Background: an optimization exercise with open tools, aiming at small area, a short achievable clock period and few clock cycles per item. Do not read the settings as production practice. At most, simulation tests tie the RTL to the original design; equivalence was not proved. For runs 3 to 5, only the layout was checked, not whether the RTL still works.

`flow/run.sh`:
```
#!/bin/bash
set -e
export BUFFER_PORTS_ARGS="-buffer_cell sky130_fd_sc_hd__buf_1"
bash standard.sh > standard.log 2>&1
```
`standard.sh`:
```
#!/bin/bash
# synth_recipe.tcl (not shown) runs the flow's synth.tcl, then flattens the netlist and writes it again
# the make line also repeats each setting of config.mk as NAME=value (left out here)
make -C /OpenROAD-flow-scripts/flow DESIGN_CONFIG=/design/flow/config.mk WORK_HOME=/design/flow/orfs CLKGATE_MAP_FILE= SYNTH_SCRIPT=/design/flow/synth_recipe.tcl "${@:-finish}"
```
`config.mk`:
```
export PLATFORM = sky130hd
export DESIGN_NAME = RSA_decrypt
export DESIGN_NICKNAME = RSA_decrypt
export VERILOG_FILES = /design/flow/design.v
export SDC_FILE = /design/flow/constraint.sdc
export NUM_CORES = 4
export LEC_CHECK = 0
export ABC_AREA = 1
export CAP_MARGIN = 20
export CORE_MARGIN = 2
export CORE_UTILIZATION = 35
export CTS_BUF_LIST = sky130_fd_sc_hd__clkbuf_4 sky130_fd_sc_hd__clkbuf_8
export SETUP_SLACK_MARGIN = 2.3
export SLEW_MARGIN = 20
```
`constraint.sdc`:
```
create_clock -name core_clock -period 5.5 [get_ports {clk}]
set_input_delay 1.1000 -clock core_clock [delete_from_list [all_inputs] [get_ports {clk}]]
set_output_delay 1.1000 -clock core_clock [all_outputs]
set_load 0.01 [all_outputs]
```
`design.v`:
```
module RSA_decrypt #(parameter WIDTH = 8)(
    input                clk,
    input                rst_n,
    input                start,
    input  [2*WIDTH-1:0] c,
    input  [2*WIDTH-1:0] d,
    input  [2*WIDTH-1:0] n,
    output [2*WIDTH-1:0] m_decrypted,
    output reg           finish
);
localparam IDLE  = 3'd0;
localparam NORM  = 3'd1;
localparam STEP  = 3'd2;
localparam CONV  = 3'd3;
localparam SHIFT = 3'd4;
localparam OP_INIT = 2'd0;
localparam OP_SQ   = 2'd1;
localparam OP_MUL  = 2'd2;
localparam OP_FIX  = 2'd3;
reg  [2:0]  state;
reg  [1:0]  op;
reg  [16:0] r;       
reg  [15:0] a;       
reg  [15:0] nn;      
reg  [16:0] dd;      
reg  [3:0]  k;       
reg  [3:0]  j;       
reg         xb;      
reg         lst;     
reg  [18:0] ws, wc;  
reg         pend;    
assign m_decrypted = r[15:0];
wire [4:0]  eg   = ws[18:14] & wc[18:14];
wire [4:0]  ep   = ws[18:14] ^ wc[18:14];
wire [4:0]  ecy;
assign ecy[0] = 1'b0;
assign ecy[1] = eg[0];
assign ecy[2] = eg[1] | (ep[1] & eg[0]);
assign ecy[3] = eg[2] | (ep[2] & eg[1]) | (ep[2] & ep[1] & eg[0]);
assign ecy[4] = eg[3] | (ep[3] & eg[2]) | (ep[3] & ep[2] & eg[1]) | (ep[3] & ep[2] & ep[1] & eg[0]);
wire [4:0]  west = ep ^ ecy;
wire signed [4:0] ws5 = west;
wire        n14  = nn[14];
wire        qz_e = (west[4:1] == 4'b1111);           
wire        qp_e = !west[4];                         
wire        q2_e = n14 ? ((ws5 < -5'sd5) || (ws5 >= 5'sd4)) : ((ws5 < -5'sd4) || (ws5 >= 5'sd3));
wire        fixs = (op == OP_FIX);                   
wire        addn  = fixs ? r[16] : (!qz_e && !qp_e && !q2_e);    
wire        add2n = !fixs && !qp_e && q2_e;                      
wire        subn  = !fixs && qp_e && !q2_e;                      
wire        sub2n = !fixs && qp_e && q2_e;                       
wire [18:0] x1   = {ws[17:0], 1'b0};
wire [18:0] x2   = {wc[17:0], 1'b0};
wire [18:0] x3   = {{2{r[16]}}, r} & {19{xb}};
wire [18:0] s1   = x1 ^ x2 ^ x3;
wire [18:0] c1   = {(x1[17:0] & x2[17:0]) | (x1[17:0] & x3[17:0]) | (x2[17:0] & x3[17:0]), 1'b0};
wire [18:0] n2   = {2'b00, nn, 1'b0};
wire [18:0] n4   = {1'b0, nn, 2'b00};
wire [18:0] mm   = ({19{addn}} & n2) | ({19{add2n}} & n4) | ({19{subn}} & ~n2) | ({19{sub2n}} & ~n4);
wire [18:0] c1i  = {c1[18:2], pend, subn | sub2n};    
wire [18:0] p2   = s1 ^ c1i;
wire [18:0] g2   = s1 & c1i;
wire [18:0] o2   = s1 | c1i;
wire [18:0] s2   = p2 ^ mm;
wire [18:0] c2   = {(mm[17:0] & o2[17:0]) | g2[17:0], 1'b0};
wire [16:0] vsum = ws[17:1] + wc[17:1];
wire [3:0]  jend  = (op == OP_SQ) ? k : 4'd0;
wire [3:0]  jn    = j - 4'd1;
wire        xnext = (op == OP_SQ) ? r[jn] : (op == OP_MUL) ? a[jn] : 1'b0;
wire        dlast = (dd[15:0] == 16'h8000);
reg  [3:0]  amsb;
integer i;
always @(*) begin
    amsb = 4'd0;
    for (i = 0; i < 16; i = i + 1)
        if (a[i]) amsb = i;
end
wire        go_mul = (state == CONV) && (op != OP_FIX) && dd[16];
wire        go_fix = (state == CONV) && (op != OP_FIX) && !dd[16] && dlast;
wire        go_sq  = (state == CONV) && (op != OP_FIX) && !dd[16] && !dlast;
wire        cv     = (state == CONV) || (state == SHIFT);
wire        ldneg  = cv && go_sq && vsum[16];
wire        ldx1   = cv && (go_sq ? vsum[15] : go_mul ? a[amsb] : 1'b1);
wire [18:0] rx     = {{2{vsum[16]}}, vsum};
always @(posedge clk) begin
    if (state == STEP) begin
        ws   <= s2;
        wc   <= c2;
        pend <= 1'b0;
    end else begin
        ws   <= rx & {19{ldx1}};
        wc   <= {~rx[17:0], 1'b1} & {19{ldneg}};
        pend <= ldneg;
    end
end
always @(posedge clk or negedge rst_n) begin
    if (!rst_n) begin
        state  <= IDLE;
        finish <= 1'b0;
    end else begin
        finish <= 1'b0;
        case (state)
        IDLE:  if (start) state <= NORM;
        NORM:  if ((nn[15] | nn[14]) & (dd[16] | dd[15])) state <= STEP;
        STEP:  if (lst) state <= CONV;
        CONV:  begin
            if (op == OP_FIX) begin
                if (k == 4'd0) begin state <= IDLE; finish <= 1'b1; end
                else state <= SHIFT;
            end else state <= STEP;
        end
        SHIFT: if (k == 4'd1) begin state <= IDLE; finish <= 1'b1; end
        default: state <= IDLE;
        endcase
    end
end
always @(posedge clk) begin
    case (state)
    IDLE: begin                  
        r  <= {1'b0, c};
        a  <= c;
        nn <= n;
        dd <= {d, 1'b1};
        k  <= 4'd0;
    end
    NORM: begin
        if (!nn[15]) begin
            nn <= {nn[14:0], 1'b0};
            k  <= k + 4'd1;
        end
        if (!dd[16]) dd <= {dd[15:0], 1'b0};
        if ((nn[15] | nn[14]) & (dd[16] | dd[15])) begin
            dd[16] <= 1'b0;
            op     <= OP_INIT;
            j      <= k + {3'b000, !nn[15]};
            xb     <= 1'b1;
            lst    <= 1'b0;
        end
    end
    STEP: begin
        if (j == jend) begin
            lst <= 1'b1;
            xb  <= 1'b0;
        end else begin
            j   <= jn;
            xb  <= xnext;
        end
    end
    CONV: begin
        r <= vsum;
        if (go_mul) begin
            dd[16] <= 1'b0;
            op     <= OP_MUL;
            j      <= amsb - 4'd1;
            xb     <= (amsb != 4'd0) & a[amsb - 4'd1];
            lst    <= (amsb == 4'd0);
        end else if (go_fix) begin
            op     <= OP_FIX;
            xb     <= 1'b0;
            lst    <= 1'b1;
        end else if (go_sq) begin
            dd     <= {dd[15:0], 1'b0};
            op     <= OP_SQ;
            j      <= 4'd14;
            xb     <= vsum[14];
            lst    <= 1'b0;
        end
    end
    SHIFT: begin
        r <= vsum;
        k <= k - 4'd1;
    end
    default: ;
    endcase
end
endmodule
```
==> results of run 1 <==
==> kinds of logic after synthesis <==
| family | Yosys count | share of synthesized area (%) |
|---|---|---|
| and+or+nand+nor | 430 | 22.79 |
| DFF | 120 | 40.27 |
| xor gates and xnor gates | 31 | 3.744 |
| adders and majority gates | 60 | 12.84 |
| AOI/OAI and AO/OA | 145 | 11.83 |
| buffers and inverters | 155 | 8.526 |
==> metal layers <==
metal / track usage [%] / part of all wire (%) / vias to the layer above
met4: 5.776 / 1.4 / 0
li1: - / - / 3218
met5: 0 / 0 / -
met2: 27.74 / 44 / 228
met3: 4.119 / 7.8 / 17
met1: 25.17 / 46 / 3061
==> sequential cells by signal, indices dropped and copies added (netlist names) <==
register / count
a: 16
lst: 1
r: 17
j: 4
xb: 1
ws: 19
op: 2
k: 4
nn: 16
finish: 1
state: 3
wc: 19
dd: 17
==> area by class of cell <==
type | instances | area (um2)
timing repair buffer | 75 | 324.1
sequential | 120 | 3203
fill | 2257 | 13580
inverter | 112 | 420.4
clock inverter | 15 | 168.9
multi-input combinational | 667 | 4217
clock buffer | 17 | 234.0
tap | 285 | 356.6
==> final timing paths <==
kind                       startpoint        to  slack (ps)  cells past startpoint
max                            ws[14]    ws[15]        2410                     15
min                             rst_n  state[1]         450                      1
max reg2reg                    ws[14]    ws[15]        2410                     15
min reg2reg                     dd[0]     dd[1]         560                      2
max in group asynchronous       rst_n  state[2]        4860                      1
min in group core_clock         dd[0]     dd[1]         560                      2
==> cells in the final DEF, fill, tap and decap left out, drive strengths merged <==
| cell type | n |
|---|---|
| o21bai | 2 |
| xnor2 | 10 |
| inv | 116 |
| edfxtp | 78 |
| a221oi | 1 |
| a31oi | 4 |
| o21ai | 57 |
| bufinv | 2 |
| o211ai | 3 |
| nand4 | 19 |
| a21oi | 40 |
| o2111ai | 16 |
| ha | 24 |
| a22oi | 3 |
| o221ai | 5 |
| a21boi | 1 |
| clkinvlp | 3 |
| dfrtp | 4 |
| nor4 | 5 |
| nand3 | 40 |
| nor3 | 6 |
| xor2 | 21 |
| fa | 36 |
| a211oi | 2 |
| o311ai | 5 |
| dfxtp | 38 |
| o31ai | 1 |
| o22ai | 4 |
| clkbuf | 17 |
| nand2 | 311 |
| clkinv | 6 |
| o32ai | 1 |
| or2 | 3 |
| nor2 | 47 |
| buf | 75 |
==> stage by stage <==
step	cell area, um2	setup WS, ps
after CTS	8786	2304
after detailed placement	8358	2282
after floorplan	7954	2345
after global routing	8924	2220
final	8924	2408
after global placement	8358	2338
==> worst max-delay path: stages, from the launching register on <==
cell and delay [ps]:
dfxtp_1 340, ha_1 230, fa_1 430, or2_2 290, nand2_1 60, inv_1 50, a31oi_1 140, nand3_1 140
nand3_4 170, nand3_2 160, nand2_4 180, a22oi_1 90, o211ai_1 130, fa_1 450, nand2_1 80, nand2_1 50
==> repair_timing <==
item                                   4_1_cts  5_1_grt
endpoints found under the hold margin        0        0
buffers inserted                             1        1
pin swaps                                    1        1
setup endpoints to repair                    8       52
gates resized for setup                      1       22
gates cloned                                 0        1
==> metrics.md, run 1 <==
| Metric | Value |
|---|---|
| Share of cells above drive strength 1 | 9.841% |
| DRT iter0 DRCs | 466 |
| Top-area cell type share of the netlist area | 29.45% |
| Setup tns final | 0 ps |
| Worst-path fanout max | 8 |
| Full die area | 23950 um2 |
| Routed vias/inst | 5.053 |
| Critical path type | flop to flop |
| Fin Clk Skew | 13.49 ps |
| CTS Sinks | 120 |
| Area grow syn2layout | 12.19% |
| Gate Count Post-Synth | 941 |
| Placed Cells incl. Taps | 1256 |
| Routability cong. | 0.8634 |
| Worst rel slew slack | 42.63% |
| Max_cap viols | 0 |
| Final cell count without fillers | 1291 |
| Cts bufs inserted | 17 |
| Synthesized cell area | 7954 um2 |
| Period utilization | 56.23% |
| CTS Hold Bufs | 0 |
| Number of remaining DRC errors | 0 |
| Crit path required time | 5860 ps |
| Final setup viols | 0 |
| Final WL | 21020 um |
| CTS tree | built |
| Period minus WS final | 3092 ps |
| Clk buf depth | 2 |
| Fin util | 39.66% |
| Outcome | timing/DRC/antenna clean |
| Fin nets | 1104 |
| Yosys cell types | 52 |
| Commonest cells post-synth | nand2_1, inv_1, edfxtp_1 |
| Sequential area share after synthesis | 40.27% |
| Top FF cell, synth | edfxtp_1 |
| Wire per inst | 16.28 um |
| Overflow after GRT | 0 |
| RSZ-0062 raised after global routing | true |
| Gr usage total | 18.01% |
| Most common cell in the netlist | nand2_1 |
| Worst hold slack | 445.4 ps |
| Syn Area/Cell | 8.453 um2 |
| Vias | 6524 |
| Core ar. | 22500 um2 |
| Site Rows | 55 |
| Worst EP arrival | 3450 ps |
| Cell taking the most area after synthesis | edfxtp_1 |
| Mapped Nets | 1052 |
| Final Hold Vio Count | 0 |
| Yosys reg bits | 120 |
| Pin count of the biggest net entering global routing | 38 |
| Antenna violations before repair | 0 |
| Top Ports | 68 |
| First-pass GRT wire length | 33410 um |
| DRT Pass-1 Iters | 5 |
| ANT cells | 0 |
| Routed Antenna Nets | 0 |
| Synth warn | 1 |
| Post-DP HPWL | 16020 um |
| Hold/Removal Path Class | input pin to async pin |
| Root buffer cell | clkbuf_8 |
| Ys async rst share | 3.333% |
| Die height | 154.8 um |
| Least-Margin Pin Slew | 854.4 ps |
| Crit end category | flop |
| H-tree levels | 4 |
| Initial Util | 35.35% |
| CP Launch Type | flop |
| Worst-Skew Late Latency | 480 ps |
| Post-synth EDFFs | 78 |
| Max Clk Rate | 323.4 MHz |
| Clk slew on worst S/H paths | 90 ps |
| Number of global-route vias before repair | 6262 |
| Slew Viols, Final | 0 |
| I/O Buffers | 67 |
| Die width | 154.8 um |
| Synth area leaders | edfxtp_1, nand2_1, dfxtp_1, fa_1, inv_1 |
Testbench counts, summed over its fixed seeds: cycles 4,298, ops 12.
==> run 2: changes to the inputs <==
--- a/config.mk
+++ b/config.mk
@@ -9,5 +9,5 @@
 export CAP_MARGIN = 20
 export CORE_MARGIN = 2
-export CORE_UTILIZATION = 35
+export CORE_UTILIZATION = 45
 export CTS_BUF_LIST = sky130_fd_sc_hd__clkbuf_4 sky130_fd_sc_hd__clkbuf_8
 export SETUP_SLACK_MARGIN = 2.3
==> run 2 against run 1 <==
  * Still clean on timing, DRC and antenna
  * Clock skew is 2.7 ps higher
  * Non-clock buffer count is 1 higher
  * Hold slack gained 5.0 ps
  * Fmax grew 1.1%
  * Die area fell by 22%
  * Register-to-register slack improved by 30 ps
  * Routed wire length increased by 1.1%
  * Global-route usage increased by 5.9 points
  * Area after synthesis stayed put
  * Critical endpoint is now ws[7]
==> metrics.md, run 2 <==
| Metric | Value |
|---|---|
| CTS Sinks | 120 |
| Die width | 137.0 um |
| Final WL | 21250 um |
| Post-DP HPWL | 15660 um |
| Worst EP arrival | 3460 ps |
| Core ar. | 17300 um2 |
| DRT iter0 DRCs | 622 |
| Routability cong. | 0.9073 |
| Clk slew on worst S/H paths | 80 ps |
| Reg2reg end | ws[7] |
| Site Rows | 48 |
| Crit path top cell by count | nand2_1 |
| Final instance area | 8901 um2 |
| Hold/Removal Path Class | input pin to async pin |
| DP Area | 8268 um2 |
| Post-synth EDFFs | 78 |
| CP cell instances | ha_1 > fa_2 > or2_2 > nand2_1 > inv_1 > a31oi_1 > nand3_1 > nand3_4 > nor2_4 > buf_12 > nand2_1 > o2111ai_2 > fa_1 > nand2_1 > nand2_1 |
| CTS tree | built |
| Antenna violations before repair | 0 |
| Sequential area share after synthesis | 40.27% |
| Share of cells above drive strength 1 | 10.43% |
| Number of remaining DRC errors | 0 |
| Max Clk Rate | 327.0 MHz |
| Yosys cell types | 52 |
| Cts bufs inserted | 17 |
| CP Launch Type | flop |
| Root buffer cell | clkbuf_8 |
| Commonest cells post-synth | nand2_1, inv_1, edfxtp_1 |
| Fin Clk Skew | 16.18 ps |
| Routed Antenna Nets | 0 |
| Synthesized cell area | 7954 um2 |
| Slew Viols, Final | 0 |
| Commonest non-fill, non-tap cell in the layout | nand2_1 |
| Worst-Skew Late Latency | 460 ps |
| Outcome | timing/DRC/antenna clean |
| Full die area | 18760 um2 |
| Yosys reg bits | 120 |
| Period minus WS final | 3058 ps |
| CTS Hold Bufs | 0 |
| Number of global-route vias before repair | 6210 |
| I/O Buffers | 67 |
| Crit-path max cell delay | 540 ps |
| Vias | 6558 |
| Cell taking the most area after synthesis | edfxtp_1 |
| Top-area cell type share of the netlist area | 29.45% |
| Crit-path slowest cell | fa_1 |
| Clk buf depth | 2 |
| Final Hold Vio Count | 0 |
| Crit path required time | 5900 ps |
| Worst R2R Start | ws[14] |
| First-pass GRT wire length | 33870 um |
| Most frequent cells in the layout | nand2_1, inv_1, edfxtp_1 |
| Worst rel slew slack | 49.07% |
| Top Ports | 68 |
| Worst-path fanout max | 14 |
| Critical path type | flop to flop |
| H-tree levels | 4 |
| Synth warn | 1 |
| Routed vias/inst | 5.323 |
| Ys async rst share | 3.333% |
| Setup tns final | 0 ps |
| Overflow after GRT | 0 |
| Period utilization | 55.61% |
| Worst R2R Path Depth | 15 |
| Top FF cell, synth | edfxtp_1 |
| Die height | 137.0 um |
| Area grow syn2layout | 11.91% |
| Biggest regs | wc x19, ws x19 |
| Gate Count Post-Synth | 941 |
| DRT Pass-1 Iters | 5 |
| Final setup viols | 0 |
| Initial Util | 45.99% |
| RSZ-0062 raised after global routing | false |
| Fin nets | 1105 |
| Wire per inst | 17.25 um |
| Least-Margin Pin Slew | 762.1 ps |
| Crit end category | flop |
| Pin count of the biggest net entering global routing | 38 |
| Synth area leaders | edfxtp_1, nand2_1, dfxtp_1, fa_1, inv_1 |
| ANT cells | 0 |
| Most common cell in the netlist | nand2_1 |
| Max_cap viols | 0 |
| Mapped Nets | 1052 |
| Syn Area/Cell | 8.453 um2 |
| R2r setup slk | 2440 ps |
| Gr usage total | 23.94% |
## run 2: cell counts after synthesis
No cell type changed its count.
## run 2: worst max-delay path by stage
stage	from	endpoint	slack, ps	depth (start not counted)
finish	ws[14]	ws[7]	2440	15
global route	ws[14]	wc[7]	2250	15
detailed placement	ws[15]	ws[6]	2260	14
floorplan	state[0]	dd[0]	2350	5
global placement	state[2]	j[0]	2310	9
CTS	ws[14]	ws[8]	2280	13
## run 2: metrics by stage
stage          std cells  hold slack, ps  utilization, %  setup WS, ps
2_1_floorplan        941           498.8               -          2345
4_1_cts             1227           439.5           50.30          2281
5_1_grt             1232           430.7           51.46          2253
3_5_place_dp        1194           538.2           47.80          2261
6_report            1232           450.4           51.46          2442
3_3_place_gp        1194           534.8           47.80          2313
## run 2: cell families (layout without fill, tap and decap cells)
| group | after synthesis | in the layout | share of synthesized area (%) |
|---|---|---|---|
| xor gates and xnor gates | 31 | 31 | 3.744 |
| AOI/OAI and AO/OA | 145 | 145 | 11.83 |
| and+or+nand+nor | 430 | 431 | 22.79 |
| adders and majority gates | 60 | 60 | 12.84 |
| buffers and inverters | 155 | 220 | 8.526 |
| DFF | 120 | 120 | 40.27 |
## run 2: layout make-up
cell class,instances,area (um2)
clock buffer,17,234.0
tap,225,281.5
clock inverter,15,167.7
multi-input combinational,667,4247
fill,1674,8396
timing repair buffer,76,344.1
sequential,120,3203
inverter,112,424.2
## run 2: repair_timing
item,in CTS,in global routing
buffers inserted,1,4
setup endpoints to repair,29,54
gates resized for setup,2,27
cloned,0,1
endpoints found under the hold margin,0,0
pin swaps,1,6
## run 2: worst max-delay path, delay by kind of cell (launching register included)
kind | cells | cell delay (ps)
flops | 1 | 330
buf+inv | 2 | 210
compound gates | 2 | 340
simple gates | 8 | 990
fa+ha+maj | 3 | 1140
## run 2: per-layer routing
layer	GRT usage, %	wire length [um]
met4	5.384	258
met2	36.84	9750
met3	4.222	1207
met1	35.22	10040
met5	0	0
==> run 3: changes to the inputs <==
--- a/design.v
+++ b/design.v
@@ -94,4 +94,33 @@
     end
 end
+always @(posedge clk) begin
+    case (state)
+    NORM: begin
+        j   <= k + {3'b000, !nn[15]};
+        xb  <= 1'b1;
+        lst <= 1'b0;
+    end
+    CONV: begin
+        if (go_mul) begin
+            j   <= amsb - 4'd1;
+            xb  <= (amsb != 4'd0) & a[amsb - 4'd1];
+            lst <= (amsb == 4'd0);
+        end else if (go_sq) begin
+            j   <= 4'd14;
+            xb  <= vsum[14];
+            lst <= 1'b0;
+        end else begin
+            j   <= jn;
+            xb  <= 1'b0;
+            lst <= 1'b1;
+        end
+    end
+    default: begin
+        j   <= jn;
+        xb  <= (j != jend) & xnext;
+        lst <= (j == jend);
+    end
+    endcase
+end
 always @(posedge clk or negedge rst_n) begin
     if (!rst_n) begin
@@ -133,16 +162,4 @@
             dd[16] <= 1'b0;
             op     <= OP_INIT;
-            j      <= k + {3'b000, !nn[15]};
-            xb     <= 1'b1;
-            lst    <= 1'b0;
-        end
-    end
-    STEP: begin
-        if (j == jend) begin
-            lst <= 1'b1;
-            xb  <= 1'b0;
-        end else begin
-            j   <= jn;
-            xb  <= xnext;
         end
     end
@@ -152,17 +169,9 @@
             dd[16] <= 1'b0;
             op     <= OP_MUL;
-            j      <= amsb - 4'd1;
-            xb     <= (amsb != 4'd0) & a[amsb - 4'd1];
-            lst    <= (amsb == 4'd0);
         end else if (go_fix) begin
             op     <= OP_FIX;
-            xb     <= 1'b0;
-            lst    <= 1'b1;
         end else if (go_sq) begin
             dd     <= {dd[15:0], 1'b0};
             op     <= OP_SQ;
-            j      <= 4'd14;
-            xb     <= vsum[14];
-            lst    <= 1'b0;
         end
     end
--- a/config.mk
+++ b/config.mk
@@ -9,6 +9,6 @@
 export CAP_MARGIN = 20
 export CORE_MARGIN = 2
-export CORE_UTILIZATION = 45
+export CORE_UTILIZATION = 40
 export CTS_BUF_LIST = sky130_fd_sc_hd__clkbuf_4 sky130_fd_sc_hd__clkbuf_8
-export SETUP_SLACK_MARGIN = 2.3
+export SETUP_SLACK_MARGIN = 2.2
 export SLEW_MARGIN = 20
==> run 3 against run 2 <==
  * Largest cell class unchanged
  * Final area down 0.93%
  * Setup slack worse by 110 ps
  * Sequential share of layout area down 0.33 points
  * Area after synthesis shrank 1.6%
  * Die area up 10%
==> metrics.md, run 3 <==
| Metric | Value |
|---|---|
| Wire per inst | 16.32 um |
| Post-Synth Simple-Gate Area | 22.47% |
| DP Worst Slack | 1772 ps |
| Full die area | 20710 um2 |
| Final setup viols | 0 |
| Synthesized cell area | 7830 um2 |
| Overflow after GRT | 0 |
| DRT Pass-1 Iters | 6 |
| Die height | 143.9 um |
| Least-Margin Pin Slew | 781.5 ps |
| Yosys cell types | 48 |
| Crit path required time | 5900 ps |
| Pin count of the biggest net entering global routing | 35 |
| Routed Antenna Nets | 0 |
| Initial Util | 40.50% |
| Die width | 143.9 um |
| Site Rows | 51 |
| Final Hold Vio Count | 0 |
| Vias | 6515 |
| H-tree levels | 4 |
| Cts bufs inserted | 17 |
| Commonest non-fill, non-tap cell in the layout | nand2_1 |
| Post-Synth Adder-Cell Area | 12.88% |
| Root buffer cell | clkbuf_8 |
| Sequential area share after synthesis | 40.14% |
| Top Ports | 68 |
| Final WL | 20880 um |
| Biggest regs | wc x19, ws x19 |
| First-pass GRT wire length | 33280 um |
| Clk slew on worst S/H paths | 80 ps |
| Commonest cells post-synth | nand2_1, inv_1, edfxtp_1 |
| Number of remaining DRC errors | 0 |
| Worst hold slack | 469.7 ps |
| Synth Area in XOR/XNOR | 3.787% |
| Period utilization | 57.67% |
| Outcome | timing/DRC/antenna clean |
| Ys async rst share | 3.333% |
| Gr usage total | 21.21% |
| Worst-path fanout max | 15 |
| Max Clk Rate | 315.3 MHz |
| Synth area leaders | edfxtp_1, nand2_1, dfxtp_1, fa_1, inv_1 |
| Antenna violations before repair | 0 |
| I/O Buffers | 67 |
| Clk buf depth | 2 |
| CTS tree | built |
| Routed vias/inst | 5.094 |
| Critical path type | flop to flop |
| Top FF cell, synth | edfxtp_1 |
| Top-area cell type share of the netlist area | 27.61% |
| Final instance area | 8818 um2 |
| Multiplexer area fraction after synthesis | 0% |
| Largest family of logic cells by synthesized area | simple AND/OR/NAND/NOR gates |
| CP Launch Type | flop |
| DP Area | 8199 um2 |
| Yosys reg bits | 120 |
| RSZ-0062 raised after global routing | true |
| Worst setup margin | 2328 ps |
| Number of global-route vias before repair | 6088 |
| Mapped Nets | 1060 |
| Worst-Skew Late Latency | 460 ps |
| Worst rel slew slack | 47.77% |
| Hold/Removal Path Class | input pin to async pin |
| Max_cap viols | 0 |
| # fillers | 1963 |
| Post-synthesis compound-gate area fraction | 11.86% |
| DRT iter0 DRCs | 526 |
| Routability cong. | 0.8871 |
| ANT cells | 0 |
| Gate Count Post-Synth | 950 |
| Most common cell in the netlist | nand2_1 |
| Area grow syn2layout | 12.62% |
| Worst EP arrival | 3570 ps |
| Core ar. | 19330 um2 |
| Share of cells above drive strength 1 | 9.172% |
| Synth warn | 1 |
| Most frequent cells in the layout | nand2_1, inv_1, edfxtp_1 |
| Slew Viols, Final | 0 |
| Post-DP HPWL | 15420 um |
| Cell taking the most area after synthesis | edfxtp_1 |
| Fin Clk Skew | 14.75 ps |
| Syn Area/Cell | 8.242 um2 |
| Crit end category | flop |
| Fin nets | 1111 |
| CTS Hold Bufs | 0 |
| CTS Sinks | 120 |
| Post-synth EDFFs | 72 |
| Setup tns final | 0 ps |
| Period minus WS final | 3172 ps |
run 3: cell types whose count changed after synthesis, sizes merged, moves of 4 or more:
cell and delta:
nand3 +17, nand4 -15, o21ai +11, inv +8
nand2 -7, dfxtp +6, edfxtp -6, nor2 +4
run 3: routing by layer:
layer | GRT usage [%] | vias to the layer above | share of wire (%)
li1 | - | 3207 | -
met1 | 31.01 | 3081 | 48
met2 | 31.98 | 207 | 45
met3 | 4.332 | 20 | 5.9
met4 | 5.624 | 0 | 1.6
met5 | 0 | - | 0
run 3: path summary, 6_finish.rpt:
check | depth (start not counted) | from | slack [ps] | endpoint
setup / recovery | 15 | ws[16] | 2330 | ws[8]
max in group asynchronous | 1 | rst_n | 4830 | state[0]
min in group core_clock | 1 | lst | 480 | state[1]
hold / removal | 1 | rst_n | 470 | finish
hold reg to reg | 1 | lst | 480 | state[1]
setup reg to reg | 15 | ws[16] | 2330 | ws[8]
run 3: cell families after synthesis:
kind of cell	Yosys count
AO/OA/AOI/OAI	151
XOR/XNOR	30
adder cells (fa/ha/maj)	59
buffers and inverters	161
flip-flops	120
AND/OR/NAND/NOR	429
run 3: critical path: stages, from the launching register on:
cell and delay (ps):
dfxtp_1 410, ha_4 250, a21oi_2 220, o21ai_4 100
nand2_1 80, nand2_2 90, xor2_4 220, o21ai_1 140
o21ai_4 310, or2_4 190, clkinv_4 110, nand2_1 100
o2111ai_2 200, fa_1 550, nand2_1 50, nand2_1 70
run 3: per-stage QoR:
step / util, % / std cells
after CTS: 44.71 / 1277
after global placement: 42.41 / 1243
after global routing: 45.61 / 1279
final: 45.61 / 1279
after floorplan: - / 950
after detailed placement: 42.41 / 1243
run 3: cell type report:
cell class | instances | area [um2] | area share [%]
Multi-Input combinational cell | 670 | 4183 | 47.43
Inverter | 118 | 447.9 | 5.079
Clock buffer | 18 | 247.7 | 2.809
Timing Repair Buffer | 74 | 316.6 | 3.590
Tap cell | 265 | 331.6 | 3.760
Clock inverter | 14 | 147.6 | 1.674
Sequential cell | 120 | 3144 | 35.66
run 3: repair_timing:
action / in CTS / in global routing
gates resized for setup: 5 / 29
gates cloned: 0 / 1
endpoints found under the hold margin: 0 / 0
pin swaps: 1 / 5
setup endpoints to repair: 39 / 59
setup buffers: 2 / 1
==> run 4: changes to the inputs <==
--- a/config.mk
+++ b/config.mk
@@ -11,4 +11,4 @@
 export CORE_UTILIZATION = 40
 export CTS_BUF_LIST = sky130_fd_sc_hd__clkbuf_4 sky130_fd_sc_hd__clkbuf_8
-export SETUP_SLACK_MARGIN = 2.2
+export SETUP_SLACK_MARGIN = 2.3
 export SLEW_MARGIN = 20
==> run 4 against run 3 <==
  * Still clean on timing, DRC and antenna
  * Routed wire length rose by 4.9%
  * Cell count rose by 0.63%
  * Utilization rose by 2.5 points
  * Sequential share of layout area fell by 1.8 points
  * Final area rose by 5.6%
  * Synthesized cell count did not move
  * Register-to-register slack got worse by 90 ps
  * Critical path depth rose by 2
  * Global-route usage rose by 0.21 points
  * Fmax fell by 2.7%
  * Critical path type unchanged
  * Critical endpoint is now ws[7]
==> metrics.md, run 4 <==
| Metric | Value |
|---|---|
| Hold/Removal Path Class | input pin to async pin |
| Period minus WS final | 3259 ps |
| Number of global-route vias before repair | 6137 |
| Final setup viols | 0 |
| Commonest non-fill, non-tap cell in the layout | nand2_1 |
| Routability cong. | 0.8871 |
| Top FF cell, synth | edfxtp_1 |
| Clk slew on worst S/H paths | 80 ps |
| Commonest cells post-synth | nand2_1, inv_1, edfxtp_1 |
| Initial Util | 40.50% |
| Die height | 143.9 um |
| Ys async rst share | 3.333% |
| CP Launch Type | flop |
| Number of remaining DRC errors | 0 |
| Crit path top cell by count | nand2_1 |
| Full die area | 20710 um2 |
| Worst rel slew slack | 47.96% |
| Syn Area/Cell | 8.242 um2 |
| CTS tree | built |
| Share of cells above drive strength 1 | 14.48% |
| Crit path required time | 5850 ps |
| # fillers | 1901 |
| Crit-path max cell delay | 480 ps |
| Worst-Skew Late Latency | 460 ps |
| Most frequent cells in the layout | nand2_1, inv_1, edfxtp_1 |
| CTS Sinks | 120 |
| ANT cells | 0 |
| Slew Viols, Final | 0 |
| Yosys cell types | 48 |
| Cell taking the most area after synthesis | edfxtp_1 |
| Worst path depth | 17 |
| Final WL | 21900 um |
| Highest routed metal layer | met4 |
| Mapped Nets | 1060 |
| Biggest regs | wc x19, ws x19 |
| Worst-path fanout max | 7 |
| Top Ports | 68 |
| Vias | 6624 |
| Antenna violations before repair | 0 |
| Buf+Inv Stages, Crit Path | 4 |
| Post-DP HPWL | 15420 um |
| Most common cell in the netlist | nand2_1 |
| Cts bufs inserted | 17 |
| Metal3 WL | 1171 um |
| Max_cap viols | 0 |
| DP Worst Slack | 1772 ps |
| Critical path type | flop to flop |
| Least-Margin Pin Slew | 778.8 ps |
| Routed Antenna Nets | 0 |
| Synthesized cell area | 7830 um2 |
| RSZ-0062 raised after global routing | true |
| Area grow syn2layout | 18.92% |
| Die width | 143.9 um |
| Wire per inst | 17.01 um |
| Worst hold slack | 466.6 ps |
| WL met1 | 10190 um |
| Fin Clk Skew | 15.34 ps |
| Gr usage total | 21.42% |
| Fin nets | 1119 |
| Clk buf depth | 2 |
| Final Hold Vio Count | 0 |
| Setup tns final | 0 ps |
| Yosys reg bits | 120 |
| Overflow after GRT | 0 |
| DRT Pass-1 Iters | 6 |
| Worst R2R Path Depth | 17 |
| DRT iter0 DRCs | 646 |
| First-pass GRT wire length | 33580 um |
| Worst setup margin | 2241 ps |
| Max Clk Rate | 306.8 MHz |
| H-tree levels | 4 |
| CP cell instances | ha_4 > nand2_4 > o21ai_4 > nand2_1 > nand2_2 > xor2_4 > inv_2 > buf_4 > nor2_4 > inv_1 > or2_4 > clkinv_2 > nand2_1 > o2111ai_4 > fa_2 > nand2_1 > nand2_1 |
| Synth area leaders | edfxtp_1, nand2_1, dfxtp_1, fa_1, inv_1 |
| R2r setup slk | 2240 ps |
| Crit-path slowest cell | fa_2 |
| Gate Count Post-Synth | 950 |
| CTS Hold Bufs | 0 |
| Period utilization | 59.26% |
| Top-area cell type share of the netlist area | 27.61% |
| Family with the most delay on the worst path | simple AND/OR/NAND/NOR gates |
| Root buffer cell | clkbuf_8 |
| Sequential area share after synthesis | 40.14% |
| Crit end category | flop |
| Synth warn | 1 |
| Post-synth EDFFs | 72 |
| Fin util | 48.16% |
| Pin count of the biggest net entering global routing | 35 |
| Site Rows | 51 |
| DR WL met2 | 10260 um |
| Core ar. | 19330 um2 |
| I/O Buffers | 67 |
| Routed vias/inst | 5.147 |
| Worst EP arrival | 3600 ps |
| Outcome | timing/DRC/antenna clean |
## run 4: layout make-up
cell class / count / area (um2) / share of cell area, %
timing repair inverter: 1 / 5.005 / 0.05375
clock buffer: 18 / 247.7 / 2.661
clock inverter: 14 / 147.6 / 1.586
tap: 265 / 331.6 / 3.561
multi-input combinational: 670 / 4573 / 49.11
inverter: 118 / 447.9 / 4.811
sequential: 120 / 3152 / 33.85
timing repair buffer: 81 / 406.6 / 4.367
## run 4: per-stage QoR
| step | cell area [um2] | std cells |
|---|---|---|
| 5_1_grt | 9311 | 1287 |
| 6_report | 9311 | 1287 |
| 3_3_place_gp | 8199 | 1243 |
| 4_1_cts | 8725 | 1280 |
| 2_1_floorplan | 7830 | 950 |
| 3_5_place_dp | 8199 | 1243 |
## run 4: kinds of logic (layout without fill, tap and decap cells)
| family | after synthesis | count (layout) | share of synthesized area, % |
|---|---|---|---|
| DFF | 120 | 120 | 40.14 |
| xor gates and xnor gates | 30 | 30 | 3.787 |
| buffers and inverters | 161 | 232 | 8.869 |
| adders and majority gates | 59 | 59 | 12.88 |
| and+or+nand+nor | 429 | 430 | 22.47 |
| AOI/OAI and AO/OA | 151 | 151 | 11.86 |
## run 4: layer usage
layer  vias up  track usage [%]
li1       3231                -
met1      3172            31.22
met2       201            32.46
met3        20            4.332
met4         0            5.624
met5         -                0
## run 4: repair_timing
| action | in CTS | in global routing |
|---|---|---|
| endpoints found under the hold margin | 0 | 0 |
| setup buffers | 4 | 5 |
| setup endpoints to repair | 77 | 51 |
| pin swaps | 3 | 42 |
| gates resized for setup | 16 | 104 |
| cloned | 1 | 2 |
## run 4: path summary, 6_finish.rpt
check	start	to
setup / recovery	wc[16]	ws[7]
hold / removal	rst_n	finish
setup reg to reg	wc[16]	ws[7]
hold reg to reg	lst	state[1]
max in group asynchronous	rst_n	state[0]
min in group core_clock	lst	state[1]
==> run 5: changes to the inputs <==
--- a/design.v
+++ b/design.v
@@ -45,18 +45,22 @@
 wire        qp_e = !west[4];                         
 wire        q2_e = n14 ? ((ws5 < -5'sd5) || (ws5 >= 5'sd4)) : ((ws5 < -5'sd4) || (ws5 >= 5'sd3));
+wire        stp  = (state == STEP);
 wire        fixs = (op == OP_FIX);                   
-wire        addn  = fixs ? r[16] : (!qz_e && !qp_e && !q2_e);    
-wire        add2n = !fixs && !qp_e && q2_e;                      
-wire        subn  = !fixs && qp_e && !q2_e;                      
-wire        sub2n = !fixs && qp_e && q2_e;                       
+wire        addn  = stp && (fixs ? r[16] : (!qz_e && !qp_e && !q2_e));    
+wire        add2n = stp && !fixs && !qp_e && q2_e;                      
+wire        subn  = stp && !fixs && qp_e && !q2_e;                      
+wire        sub2n = stp && !fixs && qp_e && q2_e;                       
+wire [18:0] ldws, ldwc;              
 wire [18:0] x1   = {ws[17:0], 1'b0};
 wire [18:0] x2   = {wc[17:0], 1'b0};
 wire [18:0] x3   = {{2{r[16]}}, r} & {19{xb}};
-wire [18:0] s1   = x1 ^ x2 ^ x3;
-wire [18:0] c1   = {(x1[17:0] & x2[17:0]) | (x1[17:0] & x3[17:0]) | (x2[17:0] & x3[17:0]), 1'b0};
+wire [18:0] s1a  = x1 ^ x2 ^ x3;
+wire [18:0] c1a  = {(x1[17:0] & x2[17:0]) | (x1[17:0] & x3[17:0]) | (x2[17:0] & x3[17:0]), 1'b0};
+wire [18:0] s1   = stp ? s1a : ldws;
 wire [18:0] n2   = {2'b00, nn, 1'b0};
 wire [18:0] n4   = {1'b0, nn, 2'b00};
 wire [18:0] mm   = ({19{addn}} & n2) | ({19{add2n}} & n4) | ({19{subn}} & ~n2) | ({19{sub2n}} & ~n4);
-wire [18:0] c1i  = {c1[18:2], pend, subn | sub2n};    
+wire [18:0] c1i  = stp ? {c1a[18:2], pend, subn | sub2n}    
+                        : ldwc;
 wire [18:0] p2   = s1 ^ c1i;
 wire [18:0] g2   = s1 & c1i;
@@ -83,43 +87,10 @@
 wire        ldx1   = cv && (go_sq ? vsum[15] : go_mul ? a[amsb] : 1'b1);
 wire [18:0] rx     = {{2{vsum[16]}}, vsum};
+assign      ldws   = rx & {19{ldx1}};
+assign      ldwc   = {~rx[17:0], 1'b1} & {19{ldneg}};
 always @(posedge clk) begin
-    if (state == STEP) begin
-        ws   <= s2;
-        wc   <= c2;
-        pend <= 1'b0;
-    end else begin
-        ws   <= rx & {19{ldx1}};
-        wc   <= {~rx[17:0], 1'b1} & {19{ldneg}};
-        pend <= ldneg;
-    end
-end
-always @(posedge clk) begin
-    case (state)
-    NORM: begin
-        j   <= k + {3'b000, !nn[15]};
-        xb  <= 1'b1;
-        lst <= 1'b0;
-    end
-    CONV: begin
-        if (go_mul) begin
-            j   <= amsb - 4'd1;
-            xb  <= (amsb != 4'd0) & a[amsb - 4'd1];
-            lst <= (amsb == 4'd0);
-        end else if (go_sq) begin
-            j   <= 4'd14;
-            xb  <= vsum[14];
-            lst <= 1'b0;
-        end else begin
-            j   <= jn;
-            xb  <= 1'b0;
-            lst <= 1'b1;
-        end
-    end
-    default: begin
-        j   <= jn;
-        xb  <= (j != jend) & xnext;
-        lst <= (j == jend);
-    end
-    endcase
+    ws   <= s2;
+    wc   <= c2;
+    pend <= !stp && ldneg;
 end
 always @(posedge clk or negedge rst_n) begin
@@ -162,4 +133,16 @@
             dd[16] <= 1'b0;
             op     <= OP_INIT;
+            j      <= k + {3'b000, !nn[15]};
+            xb     <= 1'b1;
+            lst    <= 1'b0;
+        end
+    end
+    STEP: begin
+        if (j == jend) begin
+            lst <= 1'b1;
+            xb  <= 1'b0;
+        end else begin
+            j   <= jn;
+            xb  <= xnext;
         end
     end
@@ -169,9 +152,17 @@
             dd[16] <= 1'b0;
             op     <= OP_MUL;
+            j      <= amsb - 4'd1;
+            xb     <= (amsb != 4'd0) & a[amsb - 4'd1];
+            lst    <= (amsb == 4'd0);
         end else if (go_fix) begin
             op     <= OP_FIX;
+            xb     <= 1'b0;
+            lst    <= 1'b1;
         end else if (go_sq) begin
             dd     <= {dd[15:0], 1'b0};
             op     <= OP_SQ;
+            j      <= 4'd14;
+            xb     <= vsum[14];
+            lst    <= 1'b0;
         end
     end
--- a/config.mk
+++ b/config.mk
@@ -11,4 +11,4 @@
 export CORE_UTILIZATION = 40
 export CTS_BUF_LIST = sky130_fd_sc_hd__clkbuf_4 sky130_fd_sc_hd__clkbuf_8
-export SETUP_SLACK_MARGIN = 2.3
+export SETUP_SLACK_MARGIN = 2.2
 export SLEW_MARGIN = 20
==> run 5 against run 4 <==
  * Fmax rose by 3.6%
  * Synthesized cell count fell by 1.2%
  * Critical path depth did not move
  * Critical path type unchanged
==> metrics.md, run 5 <==
| Metric | Value |
|---|---|
| Initial Util | 40.84% |
| Clk slew on worst S/H paths | 70 ps |
| CTS Hold Bufs | 0 |
| Worst-path fanout max | 4 |
| Hold/Removal Path Class | input pin to async pin |
| Post-DP HPWL | 15320 um |
| Wire per inst | 15.82 um |
| ANT cells | 0 |
| Most common cell in the netlist | nand2_1 |
| Max Clk Rate | 317.7 MHz |
| Core ar. | 19460 um2 |
| CTS tree | built |
| Root buffer cell | clkbuf_8 |
| Full die area | 21010 um2 |
| Setup tns final | 0 ps |
| Final Hold Vio Count | 0 |
| Gate Count Post-Synth | 939 |
| Die width | 145.0 um |
| I/O Buffers | 67 |
| Top Ports | 68 |
| Cts bufs inserted | 17 |
| Mapped Nets | 1051 |
| Reg with most FFs | ws |
| Worst R2R Path Depth | 17 |
| Worst rel slew slack | 47.45% |
| Crit path required time | 5830 ps |
| Synthesized cell area | 7948 um2 |
| Max FFs per register | 19 |
| Routed vias/inst | 5.064 |
| Sequential area share after synthesis | 40.30% |
| CP endpoint | ws[16] |
| DRT Pass-1 Iters | 5 |
| Commonest non-fill, non-tap cell in the layout | nand2_1 |
| Max_cap viols | 0 |
| Site Rows | 51 |
| Cell taking the most area after synthesis | edfxtp_1 |
| Period minus WS final | 3147 ps |
| Vias | 6527 |
| DRT iter0 DRCs | 463 |
| Number of global-route vias before repair | 6214 |
| Crit path launch | wc[1] |
| Worst-Skew Late Latency | 450 ps |
| Most frequent cells in the layout | nand2_1, inv_1, edfxtp_1 |
| Antenna violations before repair | 0 |
| Worst EP arrival | 3480 ps |
| Pin count of the biggest net entering global routing | 40 |
| Least-Margin Pin Slew | 785.6 ps |
| Worst R2R Start | wc[1] |
| Final WL | 20390 um |
| Slew Viols, Final | 0 |
| Post-synth EDFFs | 78 |
| CP Launch Type | flop |
| Reg2reg end | ws[16] |
| Syn Area/Cell | 8.464 um2 |
| Fin Clk Skew | 12.37 ps |
| RSZ-0062 raised after global routing | true |
| Synth area leaders | edfxtp_1, nand2_1, dfxtp_1, fa_1, inv_1 |
| Biggest regs | ws x19, wc x18 |
| First-pass GRT wire length | 32910 um |
| Outcome | timing/DRC/antenna clean |
| Ys async rst share | 3.333% |
| Routed Antenna Nets | 0 |
| Routability cong. | 0.9005 |
| Share of cells above drive strength 1 | 12.89% |
| Yosys reg bits | 120 |
| H-tree levels | 4 |
| CTS Sinks | 120 |
| Die height | 145.0 um |
| Gr usage total | 19.77% |
| R2r setup slk | 2350 ps |
| Clk buf depth | 2 |
| Yosys cell types | 56 |
| Top FF cell, synth | edfxtp_1 |
| Overflow after GRT | 0 |
| Area grow syn2layout | 15.14% |
| Number of remaining DRC errors | 0 |
| Critical path type | flop to flop |
| Final setup viols | 0 |
| Period utilization | 57.22% |
| Fin nets | 1123 |
| Top-area cell type share of the netlist area | 29.47% |
| Synth warn | 1 |
| Crit end category | flop |
| Commonest cells post-synth | nand2_1, inv_1, edfxtp_1 |
==> run 5: repair_timing <==
item	in CTS	in global routing
gates resized for setup	4	39
buffers inserted	6	16
endpoints found under the setup margin	52	37
pin swaps	2	15
gates cloned	1	0
==> run 5: logic make-up after synthesis <==
family | after synthesis | share of synthesized area (%)
xor gates and xnor gates | 30 | 3.637
buffers and inverters | 164 | 8.895
and+or+nand+nor | 403 | 21.13
adders and majority gates | 61 | 13.00
AOI/OAI and AO/OA | 161 | 13.04
DFF | 120 | 40.30
==> run 5: area by class of cell <==
cell class / instances / area [um2]
Timing Repair inverter: 1 / 5.005
Inverter: 123 / 475.5
Sequential cell: 120 / 3209
Multi-Input combinational cell: 655 / 4165
Clock buffer: 23 / 285.3
Fill cell: 1917 / 10310
Tap cell: 265 / 331.6
Timing Repair Buffer: 93 / 483.0
Clock inverter: 9 / 196.4
==> run 5: worst min-delay path by stage <==
stage,start,endpoint,slack (ps)
after floorplan,dd[12],dd[13],520
after detailed placement,dd[13],dd[14],540
after CTS,rst_n,finish,460
final,rst_n,finish,480
after global placement,dd[0],dd[1],540
after global routing,rst_n,finish,470
==> run 5: stage by stage <==
step	util [%]	worst slack [ps]	cells	instance area, um2	hold WS [ps]
after floorplan	-	2541	939	7954	520.1
after global placement	42.77	1942	1234	8324	536.1
after detailed placement	42.77	1822	1234	8324	541.0
after CTS	45.61	2186	1273	8876	462.0
after global routing	47.02	2189	1289	9151	467.2
final	47.02	2353	1289	9151	482.8
==> run 5: worst max-delay path: stages (launching register included) <==
cell,delay (ps)
dfxtp_4,370
ha_4,130
inv_2,40
fa_2,350
nand3b_1,170
nand2_2,100
inv_2,50
o21ai_4,160
a21boi_2,90
o21ai_2,180
a21oi_2,90
o21bai_2,210
xor2_2,120
nor2_4,240
buf_6,160
nand2_1,60
nand2_2,100
fa_1,410
==> run 5: routing by layer <==
layer	track usage (%)	share of wire (%)
met5	0	0
met4	6.040	1.8
met3	3.868	5.1
met1	29.38	49
met2	29.10	44

[re-timing with driven ports]
The results above use ideal ports. As a check the final layouts listed here were re-extracted and re-timed, cells and wires unchanged.
Step 1 (the two cells are an assumption about what drives the block):
set clk [get_ports {clk}]
set_driving_cell -lib_cell sky130_fd_sc_hd__clkbuf_16 $clk
set_driving_cell -lib_cell sky130_fd_sc_hd__buf_2 [delete_from_list [all_inputs] $clk]
Step 2, shift: input delay + t, output delay - t, t = (earliest + latest rising clock arrival at the registers) / 2. This alone moves slack from input paths to output paths.
Three values: no drivers, after step 1, after step 2; two values: the first two.
run	shift t [ns]	setup slack, ns	worst slew at a driven data input, ns
run 1	0.508	2.408 / 2.408 / 2.408	0.04
run 2	0.491	2.442 / 2.442 / 2.442	0.03
run 3	0.487	2.328 / 2.328 / 2.328	0.04
run 4	0.492	2.241 / 2.241 / 2.241	0.04
run 5	0.489	2.353 / 2.353 / 2.353	0.04
After both steps every run listed still meets setup and hold.
